This design comes from an exercise in tuning for small area on the open sky130 flow, not from production work. At most, simulation tests tie the RTL to the original design; equivalence was not proved. No driver is modelled on the clock port, so clocking that relies on it looks cheaper here than on a real chip. Power and IR drop assume default switching activity.

==> trial 52 <==
Design BP, start of the top module:
module BP(
  clk,
  rst_n,
  in_valid,
  guy,
  in0,
  in1,
  in2,
  in3,
  in4,
  in5,
  in6,
  in7,
  out_valid,
  out
);
Settings: LEC_CHECK=0, CAP_MARGIN=20, CORE_MARGIN=2, CORE_UTILIZATION=40, SLEW_MARGIN=20; clock period 8.0 ns.
run.sh (not shown) runs the stock make flow with config.mk's settings and CLKGATE_MAP_FILE= SYNTH_SCRIPT=/design/flow/synth_recipe.tcl, a recipe that flattens the netlist after the stock synthesis.
==> build 50 (differences from trial 52) <==
==> flow/design.v (replaced) <==
module BP(
  clk,
  rst_n,
  in_valid,
  guy,
  in0,
  in1,
  in2,
  in3,
  in4,
  in5,
  in6,
  in7,
  out_valid,
  out
);
input             clk, rst_n;
input             in_valid;
input       [2:0] guy;
input       [1:0] in0, in1, in2, in3, in4, in5, in6, in7;
output            out_valid;
output      [1:0] out;
localparam NS = 71;
reg  [6:0] c;
reg  [NS-1:0] s;
reg  [2:0] f [0:30];
reg  [4:0] k;
reg  [2:0] lane;
reg        skip;
reg  [2:0] tgt;
wire idle  = ~|c;
wire start = idle & in_valid;
wire ob    = |in0;
wire ty    = ~&{in0[1], in1[1], in2[1], in3[1], in4[1], in5[1], in6[1], in7[1]};
wire g1 = ~&in1, g2 = ~&in2, g3 = ~&in3, g4 = ~&in4, g5 = ~&in5, g6 = ~&in6, g7 = ~&in7;
wire [2:0] q = {g4|g5|g6|g7, g2|g3|g6|g7, g1|g3|g5|g7};
wire push  = in_valid & ob;
wire fill  = ~in_valid & |k[2:0];
wire win   = c[6] & |c[5:0];
wire ne    = lane != tgt;
wire gt    = tgt > lane;
wire m     = s[NS-1] & ~skip;
wire j     = m & s[NS-2];
wire pop   = win & m;
wire sh    = start | push | fill | pop;
integer i;
always @(*)
  case (k[4:3])
    2'd1: tgt = f[6];
    2'd2: tgt = f[14];
    2'd3: tgt = f[22];
    default: tgt = f[30];
  endcase
assign out_valid = win;
assign out = ~win ? 2'b00 : ne ? (gt ? 2'b01 : 2'b10) : {j, j};
always @(posedge clk or negedge rst_n) begin
  if (!rst_n) c <= 7'd0;
  else if (start) c <= 7'd58;
  else if (!idle && !in_valid) c <= c + 7'd1;
end
always @(posedge clk) begin
  s <= {s[NS-2:1], s[0] | (in_valid & ob), ob & ty};
  skip <= pop;
  if (start) k <= 5'd1;
  else if (push | fill) k <= k + 5'd1;
  if (start | push) f[0] <= start ? guy : q;
  if (sh) for (i = 1; i < 31; i = i + 1) f[i] <= f[i-1];
  if (start) lane <= guy;
  else if (win & ne) lane <= gt ? lane + 3'd1 : lane - 3'd1;
end
endmodule
==> flow/flow/run.sh (new file) <==
#!/bin/bash
# Standard ORFS layout (the standard.sh), with two changes:
#  - CTS without dummy clock loads, using small clock buffers;
#  - port buffers of the smallest buffer cell.
set -euo pipefail
export CTS_ARGS="-sink_clustering_enable -repair_clock_nets -dont_use_dummy_load -buf_list sky130_fd_sc_hd__clkbuf_8 -sink_clustering_size 20"
export BUFFER_PORTS_ARGS="-buffer_cell sky130_fd_sc_hd__buf_1"
bash standard.sh > standard.log 2>&1
==> flow/standard.sh (new file) <==
#!/bin/bash
# synth_recipe.tcl (not shown) runs the flow's synth.tcl, then flattens the netlist and writes it again
# the make line also repeats each setting of config.mk as NAME=value (left out here)
make -C /OpenROAD-flow-scripts/flow DESIGN_CONFIG=/design/flow/config.mk WORK_HOME=/design/flow/orfs CLKGATE_MAP_FILE= SYNTH_SCRIPT=/design/flow/synth_recipe.tcl "${@:-finish}"
==> flow/config.mk (replaced) <==
export PLATFORM = sky130hd
export DESIGN_NAME = BP
export DESIGN_NICKNAME = BP
export VERILOG_FILES = /design/flow/design.v
export SDC_FILE = /design/flow/constraint.sdc
export NUM_CORES = 4
export LEC_CHECK = 0
export CAP_MARGIN = 20
export CORE_MARGIN = 2
export CORE_UTILIZATION = 70
export SLEW_MARGIN = 20
removed: flow/run.sh
==> comparison table <==
quantity	trial 52	build 50
Run status	timing/DRC/antenna clean	timing/DRC/antenna clean
Power density over the cells	376 nW/um^2	360 nW/um^2
Dpl cell area	22,200 sq um	5560 sq um
Seq area share	44.8%	79.0%
Storage cell area	10,700 sq um	4600 sq um
Setup crit end kind	flip-flop	output port
GRT Total Usage	26.7%	19.3%
Wire length of the first global-routing pass	107,000 um	11,600 um
Largest Pwr Group	combinational cells	registers
Number of sinks driven by the clock tree	426	180
Layout sequential cell count	426	180
Setup skew after layout	19.0 ps	33.9 ps
Vias in the first global route	15,658	2,324
CLK BUF	67	17
Area of the core	52,200 sq um	7330 sq um
Synthesized flop and latch total	426	180
Net switching power	3.34 mW	0.534 mW
Number of synthesis warnings	4	2
Number of cells on the critical path	20	8

---

==> inputs of run X <==
Another version of the RTL of BP (not shown whole).
## BP
module BP(
  clk,
  rst_n,
  in_valid,
  guy,
  in0,
  in1,
  in2,
  in3,
  in4,
  in5,
  in6,
  in7,
  out_valid,
  out
);
==> module BP, before the edit <==
module BP(
  clk,
  rst_n,
  in_valid,
  guy,
  in0,
  in1,
  in2,
  in3,
  in4,
  in5,
  in6,
  in7,
  out_valid,
  out
);
input             clk, rst_n;
input             in_valid;
input       [2:0] guy;
input       [1:0] in0, in1, in2, in3, in4, in5, in6, in7;
output reg        out_valid;
output reg  [1:0] out;
localparam NS = 71;           
localparam C0 = 8'd123;       
reg  [7:0] c;
reg  [NS-1:0] s;
reg  [2:0] f [0:30];
reg  [4:0] k;
reg  [2:0] lane;
reg        skip;
wire idle  = ~|c;
wire start = idle & in_valid;
wire ob    = |in0;
wire ty    = ~&{in0[1], in1[1], in2[1], in3[1], in4[1], in5[1], in6[1], in7[1]};
wire g1 = ~&in1, g2 = ~&in2, g3 = ~&in3, g4 = ~&in4, g5 = ~&in5, g6 = ~&in6, g7 = ~&in7;
wire [2:0] q = {g4|g5|g6|g7, g2|g3|g6|g7, g1|g3|g5|g7};
wire push  = in_valid & ob;
wire fill  = ~in_valid & |k[2:0];
wire win   = c[7] & c[6] & |c[5:0];
reg  [2:0] tgt;
always @(*)
  case (k[4:3])
    2'd1: tgt = f[6];
    2'd2: tgt = f[14];
    2'd3: tgt = f[22];
    default: tgt = f[30];
  endcase
wire ne    = lane != tgt;
wire gt    = tgt > lane;
wire m     = s[NS-1] & ~skip;
wire j     = m & s[NS-2];
wire pop   = win & m;
wire sh    = start | push | fill | pop;
wire [1:0] mv = ne ? (gt ? 2'b01 : 2'b10) : {j, j};
integer i;
always @(posedge clk or negedge rst_n) begin
  if (!rst_n) begin
    c <= 8'd0;
    out_valid <= 1'b0;
    out <= 2'b00;
  end else begin
    if (start) c <= C0;
    else if (!idle) c <= c + 8'd1;
    out_valid <= win;
    out <= win ? mv : 2'b00;
  end
end
always @(posedge clk) begin
  s <= {s[NS-2:1], s[0] | (in_valid & ob), ob & ty};
  skip <= pop;
  if (start) k <= 5'd1;
  else if (push | fill) k <= k + 5'd1;
  if (start | push) f[0] <= start ? guy : q;
  if (sh) for (i = 1; i < 31; i = i + 1) f[i] <= f[i-1];
  if (start) lane <= guy;
  else if (win & ne) lane <= gt ? lane + 3'd1 : lane - 3'd1;
end
endmodule
clock: 8.0 ns
lec_check: 0
cap_margin: 20
core_margin: 2
core_utilization: 60
cts_buf_list: sky130_fd_sc_hd__clkbuf_4 sky130_fd_sc_hd__clkbuf_8
cts_cluster_diameter: 40
cts_cluster_size: 20
slew_margin: 20
Stock flow here: none of the scripts above is used.
==> run Y: changes against run X <==
--- a/flow/design.v
+++ b/flow/design.v
@@ -19,9 +19,8 @@
 input       [2:0] guy;
 input       [1:0] in0, in1, in2, in3, in4, in5, in6, in7;
-output reg        out_valid;
-output reg  [1:0] out;
-localparam NS = 71;           
-localparam C0 = 8'd123;       
-reg  [7:0] c;
+output            out_valid;
+output      [1:0] out;
+localparam NS = 71;
+reg  [6:0] c;
 reg  [NS-1:0] s;
 reg  [2:0] f [0:30];
@@ -29,4 +28,5 @@
 reg  [2:0] lane;
 reg        skip;
+reg  [2:0] tgt;
 wire idle  = ~|c;
 wire start = idle & in_valid;
@@ -37,6 +37,12 @@
 wire push  = in_valid & ob;
 wire fill  = ~in_valid & |k[2:0];
-wire win   = c[7] & c[6] & |c[5:0];
-reg  [2:0] tgt;
+wire win   = c[6] & |c[5:0];
+wire ne    = lane != tgt;
+wire gt    = tgt > lane;
+wire m     = s[NS-1] & ~skip;
+wire j     = m & s[NS-2];
+wire pop   = win & m;
+wire sh    = start | push | fill | pop;
+integer i;
 always @(*)
   case (k[4:3])
@@ -46,23 +52,10 @@
     default: tgt = f[30];
   endcase
-wire ne    = lane != tgt;
-wire gt    = tgt > lane;
-wire m     = s[NS-1] & ~skip;
-wire j     = m & s[NS-2];
-wire pop   = win & m;
-wire sh    = start | push | fill | pop;
-wire [1:0] mv = ne ? (gt ? 2'b01 : 2'b10) : {j, j};
-integer i;
+assign out_valid = win;
+assign out = ~win ? 2'b00 : ne ? (gt ? 2'b01 : 2'b10) : {j, j};
 always @(posedge clk or negedge rst_n) begin
-  if (!rst_n) begin
-    c <= 8'd0;
-    out_valid <= 1'b0;
-    out <= 2'b00;
-  end else begin
-    if (start) c <= C0;
-    else if (!idle) c <= c + 8'd1;
-    out_valid <= win;
-    out <= win ? mv : 2'b00;
-  end
+  if (!rst_n) c <= 7'd0;
+  else if (start) c <= 7'd58;
+  else if (!idle && !in_valid) c <= c + 7'd1;
 end
 always @(posedge clk) begin
==> flow/flow/run.sh (new file) <==
#!/bin/bash
# Standard ORFS layout (the standard.sh), with two changes:
#  - after CTS, flow/clocktree.tcl rebuilds the clock tree: one root buffer
#    and one leaf buffer per cluster of about CT_SINKS flip-flops;
#  - port buffers of the smallest buffer cell.
set -euo pipefail
export CTS_ARGS="-sink_clustering_enable -repair_clock_nets -dont_use_dummy_load -buf_list sky130_fd_sc_hd__clkbuf_8"
export POST_CTS_TCL="$(pwd)/flow/clocktree.tcl"
export CT_LEAF=sky130_fd_sc_hd__clkbuf_8
export CT_ROOT=sky130_fd_sc_hd__clkbuf_4
export CT_SINKS=18
export BUFFER_PORTS_ARGS="-buffer_cell sky130_fd_sc_hd__buf_1"
bash standard.sh > standard.log 2>&1
==> flow/flow/clocktree.tcl (new file) <==
# Rebuild the clock tree after CTS: leaf buffers over k-means clusters of the
# flip-flops, all driven by one root buffer on the clock port.
set block [ord::get_db_block]
set db [ord::get_db]
set leaf_cell [expr {[info exists ::env(CT_LEAF)] ? $::env(CT_LEAF) : "sky130_fd_sc_hd__clkbuf_8"}]
set root_cell [expr {[info exists ::env(CT_ROOT)] ? $::env(CT_ROOT) : "sky130_fd_sc_hd__clkbuf_4"}]
set per_leaf  [expr {[info exists ::env(CT_SINKS)] ? $::env(CT_SINKS) : 20}]

set clknet [[$block findBTerm clk] getNet]

# remove the CTS buffers and their nets
foreach inst [$block getInsts] {
  set name [$inst getName]
  if {[string match "clkbuf_*" $name] || [string match "clkload*" $name]} {
    foreach it [$inst getITerms] {
      set n [$it getNet]
      if {$n eq "NULL" || $n eq ""} continue
      if {[$it isOutputSignal]} {
        foreach s [$n getITerms] { if {$s ne $it} { $s disconnect; $s connect $clknet } }
        $it disconnect
        if {[llength [$n getITerms]] == 0 && [llength [$n getBTerms]] == 0} { odb::dbNet_destroy $n }
      } else { $it disconnect }
    }
    odb::dbInst_destroy $inst
  }
}

# clock sinks
set sinks {}
foreach it [$clknet getITerms] {
  set inst [$it getInst]
  set bb [$inst getBBox]
  lappend sinks [list $it [expr {([$bb xMin]+[$bb xMax])/2.0}] [expr {([$bb yMin]+[$bb yMax])/2.0}]]
}
set n [llength $sinks]
set k [expr {int(ceil(double($n)/$per_leaf))}]
puts "clocktree: $n sinks, $k leaves of $leaf_cell"

# k-means, seeded from sinks sorted along x
set sorted [lsort -real -index 1 $sinks]
set cents {}
for {set i 0} {$i < $k} {incr i} {
  set s [lindex $sorted [expr {int(($i+0.5)*$n/$k)}]]
  lappend cents [list [lindex $s 1] [lindex $s 2]]
}
for {set iter 0} {$iter < 50} {incr iter} {
  set assign {}
  for {set i 0} {$i < $k} {incr i} { set sx($i) 0; set sy($i) 0; set cnt($i) 0 }
  foreach s $sinks {
    set best 0; set bd 1e18
    for {set i 0} {$i < $k} {incr i} {
      set c [lindex $cents $i]
      set d [expr {abs([lindex $s 1]-[lindex $c 0]) + abs([lindex $s 2]-[lindex $c 1])}]
      if {$d < $bd && $cnt($i) < $per_leaf} { set bd $d; set best $i }
    }
    incr cnt($best)
    set sx($best) [expr {$sx($best)+[lindex $s 1]}]
    set sy($best) [expr {$sy($best)+[lindex $s 2]}]
    lappend assign $best
  }
  set cents {}
  for {set i 0} {$i < $k} {incr i} {
    if {$cnt($i) > 0} { lappend cents [list [expr {$sx($i)/$cnt($i)}] [expr {$sy($i)/$cnt($i)}]] } else { lappend cents [list 0 0] }
  }
}

set rootnet [odb::dbNet_create $block "clknet_root"]
$rootnet setSigType CLOCK
set root [odb::dbInst_create $block [$db findMaster $root_cell] "clkbuf_root"]
set ax 0; set ay 0
for {set i 0} {$i < $k} {incr i} {
  set c [lindex $cents $i]
  set net($i) [odb::dbNet_create $block "clknet_leaf_$i"]
  $net($i) setSigType CLOCK
  set b [odb::dbInst_create $block [$db findMaster $leaf_cell] "clkbuf_leaf_$i"]
  $b setLocation [expr {int([lindex $c 0])}] [expr {int([lindex $c 1])}]
  $b setPlacementStatus PLACED
  [$b findITerm A] connect $rootnet
  [$b findITerm X] connect $net($i)
  set ax [expr {$ax + [lindex $c 0]}]; set ay [expr {$ay + [lindex $c 1]}]
}
foreach s $sinks a $assign {
  set it [lindex $s 0]
  $it disconnect
  $it connect $net($a)
}
$root setLocation [expr {int($ax/$k)}] [expr {int($ay/$k)}]
$root setPlacementStatus PLACED
[$root findITerm A] connect $clknet
[$root findITerm X] connect $rootnet

detailed_placement
check_placement -verbose
estimate_parasitics -placement
==> flow/standard.sh (new file) <==
#!/bin/bash
# synth_recipe.tcl (not shown) runs the flow's synth.tcl, then flattens the netlist and writes it again
# the make line also repeats each setting of config.mk as NAME=value (left out here)
make -C /OpenROAD-flow-scripts/flow DESIGN_CONFIG=/design/flow/config.mk WORK_HOME=/design/flow/orfs CLKGATE_MAP_FILE= SYNTH_SCRIPT=/design/flow/synth_recipe.tcl "${@:-finish}"
CORE_UTILIZATION = 88   (was 60)
CTS_BUF_LIST = unset   (was sky130_fd_sc_hd__clkbuf_4 sky130_fd_sc_hd__clkbuf_8)
CTS_CLUSTER_DIAMETER = unset   (was 40)
CTS_CLUSTER_SIZE = unset   (was 20)
PLACE_DENSITY = 0.9   (was unset)
removed: flow/run.sh
==> run M: changes against run X <==
--- a/flow/design.v
+++ b/flow/design.v
@@ -19,9 +19,8 @@
 input       [2:0] guy;
 input       [1:0] in0, in1, in2, in3, in4, in5, in6, in7;
-output reg        out_valid;
-output reg  [1:0] out;
-localparam NS = 71;           
-localparam C0 = 8'd123;       
-reg  [7:0] c;
+output            out_valid;
+output      [1:0] out;
+localparam NS = 71;
+reg  [6:0] c;
 reg  [NS-1:0] s;
 reg  [2:0] f [0:30];
@@ -29,4 +28,5 @@
 reg  [2:0] lane;
 reg        skip;
+reg  [2:0] tgt;
 wire idle  = ~|c;
 wire start = idle & in_valid;
@@ -37,6 +37,12 @@
 wire push  = in_valid & ob;
 wire fill  = ~in_valid & |k[2:0];
-wire win   = c[7] & c[6] & |c[5:0];
-reg  [2:0] tgt;
+wire win   = c[6] & |c[5:0];
+wire ne    = lane != tgt;
+wire gt    = tgt > lane;
+wire m     = s[NS-1] & ~skip;
+wire j     = m & s[NS-2];
+wire pop   = win & m;
+wire sh    = start | push | fill | pop;
+integer i;
 always @(*)
   case (k[4:3])
@@ -46,23 +52,10 @@
     default: tgt = f[30];
   endcase
-wire ne    = lane != tgt;
-wire gt    = tgt > lane;
-wire m     = s[NS-1] & ~skip;
-wire j     = m & s[NS-2];
-wire pop   = win & m;
-wire sh    = start | push | fill | pop;
-wire [1:0] mv = ne ? (gt ? 2'b01 : 2'b10) : {j, j};
-integer i;
+assign out_valid = win;
+assign out = ~win ? 2'b00 : ne ? (gt ? 2'b01 : 2'b10) : {j, j};
 always @(posedge clk or negedge rst_n) begin
-  if (!rst_n) begin
-    c <= 8'd0;
-    out_valid <= 1'b0;
-    out <= 2'b00;
-  end else begin
-    if (start) c <= C0;
-    else if (!idle) c <= c + 8'd1;
-    out_valid <= win;
-    out <= win ? mv : 2'b00;
-  end
+  if (!rst_n) c <= 7'd0;
+  else if (start) c <= 7'd58;
+  else if (!idle && !in_valid) c <= c + 7'd1;
 end
 always @(posedge clk) begin
==> flow/flow/run.sh (new file) <==
#!/bin/bash
# Standard ORFS layout (the standard.sh), with two changes:
#  - CTS without dummy clock loads, clkbuf_8 clock buffers;
#  - port buffers of the smallest buffer cell.
set -euo pipefail
export CTS_ARGS="-sink_clustering_enable -repair_clock_nets -dont_use_dummy_load -buf_list sky130_fd_sc_hd__clkbuf_8 -sink_clustering_size 20"
export BUFFER_PORTS_ARGS="-buffer_cell sky130_fd_sc_hd__buf_1"
bash standard.sh > standard.log 2>&1
==> flow/standard.sh (new file) <==
#!/bin/bash
# synth_recipe.tcl (not shown) runs the flow's synth.tcl, then flattens the netlist and writes it again
# the make line also repeats each setting of config.mk as NAME=value (left out here)
make -C /OpenROAD-flow-scripts/flow DESIGN_CONFIG=/design/flow/config.mk WORK_HOME=/design/flow/orfs CLKGATE_MAP_FILE= SYNTH_SCRIPT=/design/flow/synth_recipe.tcl "${@:-finish}"
CORE_UTILIZATION = 70   (was 60)
CTS_BUF_LIST = unset   (was sky130_fd_sc_hd__clkbuf_4 sky130_fd_sc_hd__clkbuf_8)
CTS_CLUSTER_DIAMETER = unset   (was 40)
CTS_CLUSTER_SIZE = unset   (was 20)
removed: flow/run.sh
==> results.tsv <==
stage	metric	value	unit
status	status	timing/DRC/antenna clean	
worst_setup_path	setup.worst_path.end_class	register	
routing	routedWlPerCell	15.28	um
synth	synth_area_leaders	edfxtp_1 52%, dfxtp_1 28%, dfrtp_1 5.0%, ha_1 1.6%, mux4_2 1.2%	
final_layout	clkbuf_count	18	
routing	wl_met2	3.010	mm
worst_setup_path	r2r-end	lane[2]	
final_layout	nMultiInputCombCells	96	
final_layout	nonClockInverterCount	14	
final_layout	antennaDiodeCount	0	
power_and_ir_drop	clockPowerShare	26.2	%
Source of the figures above: run X

==> results.tsv <==
stage	metric	value	unit
placement	globalplace.congestion	0.7809	
synth	yosysMostFrequentCell	edfxtp_1	
synth	synthSimpleGateAreaFrac	4.812	%
synth	synth_top_family_by_area	simple AND/OR/NAND/NOR gates	
status	status	aborted with a tool error	
synth	synth_area_leaders	edfxtp_1 54%, dfxtp_1 29%, dfrtp_1 3.3%, ha_1 1.9%, mux4_2 1.3%	
synth	yosys.area.top_type	edfxtp_1	
synth	synthMuxAreaShare	1.869	%
status	error	[ERROR DPL-0033] detailed placement checks failed during check placement.	
status	stop_stage	3_5_place_dp	
synth	seq_area_frac_synth	85.87	%
Source of the figures above: run Y

==> results.tsv <==
stage	metric	value	unit
routing	routedWlPerCell	17.01	um
final_layout	nMultiInputCombCells	95	
final_layout	clkbuf_count	17	
final_layout	antennaDiodeCount	0	
routing	wl_met2	3.452	mm
worst_setup_path	setup.worst_path.end_class	output port	
synth	synth_area_leaders	edfxtp_1 54%, dfxtp_1 29%, dfrtp_1 3.3%, ha_1 1.9%, mux4_2 1.3%	
worst_setup_path	r2r-end	f[9][1]	
status	status	timing/DRC/antenna clean	
power_and_ir_drop	clockPowerShare	20.8	%
Source of the figures above: run M

Function not checked in run X: the RTL went through the layout flow alone.

port drivers added, routing unchanged:
How much do the figures lean on ideal ports? The routed layouts below were timed once more, with nothing changed but the port constraints. Step 1 sets driving cells, clkbuf_16 on the clock port and buf_2 on the other inputs (assumed; they add their load-dependent delay and slew). Step 2 times the ports against the registers' clock, not the clock port: input delays grow and output delays shrink by t, the midpoint of the rising clock arrivals with the driver on. Slacks: ideal ports / drivers / drivers and shift; pairs: ideal ports / drivers.
| run | t (ns) | slack for setup (ns) | pins driven straight from the clock port |
|---|---|---|---|
| trial 52 | 0.659 | 1.922 / 1.922 / 1.922 | 1 |
| build 50 | 0.455 | 3.901 / 3.870 / 4.325 | 1 |
| run X | 0.457 | 4.415 / 4.419 / 3.963 | 1 |
| run M | 0.455 | 3.901 / 3.870 / 4.325 | 1 |
After both steps setup and hold are still met in every run listed. For run X, which loses most, drivers alone change the setup slack by +0.004 ns; drivers and shift together by -0.452 ns.
